What follows belongs to an exercise in optimizing a design on an open flow for small area, a short achievable clock period and few clock cycles per item; a production flow would make more cautious choices.
Function was checked by simulation only, so behaviour that the tests miss may differ from the original.

Setup of build 26:
==> flow/design.v <==
module NibbleSub(
    input  [3:0] a,
    output [3:0] b
    );
    assign b[0] = (~a[3] & ~a[2] & a[1] & ~a[0])
                 | (~a[3] & ~a[2] & a[1] & a[0])
                 | (~a[3] & a[2] & ~a[1] & a[0])
                 | (~a[3] & a[2] & a[1] & ~a[0])
                 | (a[3] & ~a[2] & ~a[1] & ~a[0])
                 | (a[3] & a[2] & ~a[1] & ~a[0])
                 | (a[3] & a[2] & ~a[1] & a[0])
                 | (a[3] & a[2] & a[1] & a[0]);
    assign b[1] = (~a[3] & ~a[2] & ~a[1] & ~a[0])
                 | (~a[3] & a[2] & ~a[1] & ~a[0])
                 | (~a[3] & a[2] & ~a[1] & a[0])
                 | (~a[3] & a[2] & a[1] & ~a[0])
                 | (a[3] & ~a[2] & ~a[1] & ~a[0])
                 | (a[3] & ~a[2] & ~a[1] & a[0])
                 | (a[3] & ~a[2] & a[1] & ~a[0])
                 | (a[3] & a[2] & a[1] & a[0]);
    assign b[2] = (~a[3] & ~a[2] & ~a[1] & ~a[0])
                 | (~a[3] & ~a[2] & ~a[1] & a[0])
                 | (~a[3] & ~a[2] & a[1] & ~a[0])
                 | (~a[3] & a[2] & ~a[1] & a[0])
                 | (a[3] & ~a[2] & a[1] & ~a[0])
                 | (a[3] & ~a[2] & a[1] & a[0])
                 | (a[3] & a[2] & ~a[1] & ~a[0])
                 | (a[3] & a[2] & a[1] & a[0]);
    assign b[3] = (~a[3] & ~a[2] & ~a[1] & ~a[0])
                 | (~a[3] & ~a[2] & a[1] & ~a[0])
                 | (~a[3] & a[2] & ~a[1] & a[0])
                 | (~a[3] & a[2] & a[1] & ~a[0])
                 | (~a[3] & a[2] & a[1] & a[0])
                 | (a[3] & ~a[2] & ~a[1] & a[0])
                 | (a[3] & ~a[2] & a[1] & a[0])
                 | (a[3] & a[2] & ~a[1] & a[0]);
endmodule
module key_generation(
    input  [15:0] k,
    input  [3:0]  r,
    output [15:0] p
    );
    wire [3:0] p4 = k[15:12] ^ r;
    wire [3:0] p5 = p4 ^ k[11:8];
    wire [3:0] p6 = p5 ^ k[7:4];
    wire [3:0] p7 = p6 ^ k[3:0];
    assign p = {p4, p5, p6, p7};
endmodule
module AES_datapath(
    input         load, busy, last,
    input  [15:0] s, t, p,
    input  [3:0]  sk,
    input  [15:0] data_input, input_vector, key,
    output [15:0] s_d, k_d
    );
    function [3:0] x2(input [3:0] a);
        x2 = {a[2:0], 1'b0} ^ {2'b00, a[3], a[3]};
    endfunction
    wire [3:0] u01 = x2(t[15:12] ^ t[11:8]) & {4{~last}};
    wire [3:0] u23 = x2(t[7:4] ^ t[3:0]) & {4{~last}};
    wire [15:0] m = t ^ {u01, u01, u23, u23};
    wire [15:0] kn = p ^ {4{sk}};
    assign k_d = load ? key : kn;
    wire [15:0] sn = (load ? (data_input ^ input_vector) : m) ^ k_d;
    assign s_d = (load | busy) ? sn : s;
endmodule
module AES(
    input clk,nrst,load,
    input [15:0] data_input,input_vector,key,
    input  [3:0] round_number,
    output [15:0] data_output,
    output finish
    );
    reg [15:0] s, k;
    reg [3:0]  r;
    reg        last, busy, fin;
    wire [3:0] t0, t1, t2, t3;
    NibbleSub ns0(.a(s[15:12]), .b(t0));
    NibbleSub ns1(.a(s[3:0]),   .b(t1));
    NibbleSub ns2(.a(s[7:4]),   .b(t2));
    NibbleSub ns3(.a(s[11:8]),  .b(t3));
    wire [3:0] sk;
    NibbleSub ns4(.a(k[3:0]), .b(sk));
    wire [15:0] p;
    key_generation kp(.k(k), .r(r), .p(p));
    wire [15:0] s_d, k_d;
    AES_datapath dp(.load(load), .busy(busy), .last(last), .s(s), .t({t0, t1, t2, t3}), .sk(sk), .p(p),
                    .data_input(data_input), .input_vector(input_vector), .key(key),
                    .s_d(s_d), .k_d(k_d));
    wire [3:0]  r_d = load ? 4'd1 : r + 4'd1;
    always @(posedge clk) begin
        s    <= s_d;
        k    <= k_d;
        r    <= r_d;
        last <= (r_d == round_number);
    end
    always @(posedge clk or negedge nrst) begin
        if (!nrst) begin
            busy <= 1'b0;
            fin  <= 1'b0;
        end else if (load) begin
            busy <= 1'b1;
            fin  <= 1'b0;
        end else if (busy & last) begin
            busy <= 1'b0;
            fin  <= 1'b1;
        end
    end
    assign data_output = s;
    assign finish = fin;
endmodule
clock: 5.0 ns
lec_check: 0
cap_margin: 20
core_margin: 2
core_utilization: 40
setup_slack_margin: 3.2
slew_margin: 20
synth_hierarchical: 1
synth_minimum_keep_size: 0
standard.sh (not shown) runs the stock make flow with config.mk's settings and CLKGATE_MAP_FILE= SYNTH_SCRIPT=/design/flow/synth_recipe.tcl, a recipe that flattens the netlist after the stock synthesis.
==> flow/flow/run.sh <==
#!/bin/bash
# The standard layout (the standard.sh, standard synthesis included), with the
# ports buffered by plain buffers instead of the delay buffers buffer_ports picks.
set -euo pipefail
export BUFFER_PORTS_ARGS="-buffer_cell sky130_fd_sc_hd__buf_1"
bash standard.sh > standard.log 2>&1
Testbench counts of build 26, summed over its fixed seeds: cycles 1,935, items 192.
What build 25 does differently from build 26 at the input level:
- SETUP_SLACK_MARGIN changed from 3.2 to 2.6
Notes after the runs:
- Summary of build 25 over build 26: final hold slack went up by 4.6 ps, initial core utilization was more or less identical, source-to-sink clock delay at the later pin of the worst-skew pair was more or less identical.
- Build 25 vs build 26, sequential share of layout area went up by 2.9 points.
- [build 25 vs build 26] least setup slack across all paths after layout: lower in build 25
- Diff build 25 and build 26: post-CTS setup-driven buffer insertion count lower in build 25
- Design area down 940 µm² in build 25 wrt build 26
- Length in cells of the worst reg-to-reg path ends up lower on build 25.
- Final wirelength on build 25 is down relative to build 26.
- In build 25 the non-clock buffer count turned out 55 lower than in build 26.
- Compared with build 26, build 25 shows a higher final period utilization.
Changes in build 94 relative to build 25:
- SETUP_SLACK_MARGIN: 2.6 -> 3.4
==> comparison <==
Largest net degree at the start of global routing: lower on build 94
Total met3 wirelength after detailed routing (build 94 over build 25): decrease, about 0.5%
Against build 25, the final cell area of build 94 is higher.
Going from build 25 to build 94, the post-synthesis to final-layout area growth was found to have gone up by 36 points.
Delta (build 94 minus build 25): post-CTS setup repair buffer count climbed 46.
Edits applied to the flow inputs when going from build 94 to build 80:
- changing SETUP_SLACK_MARGIN from 3.4 to 3.0
Findings:
- The flow did not stop early for build 80: all stages ran, and the layout cleared the timing, DRC and antenna checks.
- Sort build 80 and build 94 by share of the clock period used by the worst path after layout asc -> top: build 94
- Average wire per cell in the routed design (lower): build 80
- The start-to-end type of the worst setup path comes out register to register in one run and register to output port in the other, namely in build 94 and build 80 respectively.
- | utilization of the core after routing | build 80 vs build 94 | 13 points lower |
- Any difference in final setup violation count between build 94 and build 80 is small enough to ignore.
- Met2 routed wirelength (higher): build 94
- Compared to build 94, build 80 has sum of routed wire length over all layers about 21% lower.
- Looking at build 80 and build 94, the post-CTS clock slew at the launch and capture registers of the worst setup and hold paths is a wash.
- Diff build 80..build 94 | floorplan die area | negligible
- Build 94 -> build 80: vertical die dimension delta 0, exact match
- Note that the cell area recorded for build 94 amounts to 1.3 times the value seen in build 80.
- Launching element of the worst setup path = s[11]$_DFF_P_: build 94; launching element of the worst setup path = s[3]$_DFF_P_: build 80
- Build 80 vs build 94 — number of global-route vias before repair dropped 326.

re-timing with driven ports:
No port has a modelled driver above. Below, the same layouts with a new extraction and two added sets of constraints.
Step 1, drivers: a clkbuf_16 drives clk and a buf_2 each remaining input, both assumed.
Step 2 adds t to the input delays and takes it off the output delays; t is the mean of the earliest and latest rising clock arrival at the registers after step 1. Input paths then give back, and output paths get back, about the clock's delay inside the block.
Slacks: no drivers / after step 1 / after step 2; pairs: no drivers / after step 1.
| run | t, ns | slack for setup (ns) | worst setup path after step 2 |
|---|---|---|---|
| build 26 | 0.313 | 3.092 / 3.074 / 2.900 | input to register |
| build 25 | 0.315 | 2.832 / 2.832 / 2.541 | input to register |
| build 94 | 0.320 | 3.069 / 3.043 / 3.007 | input to register |
| build 80 | 0.315 | 3.061 / 3.032 / 2.860 | input to register |
After both steps every run listed still meets setup and hold. The setup slack of build 25, which loses most, moves by 0.000 ns with the drivers and by -0.291 ns with both steps.
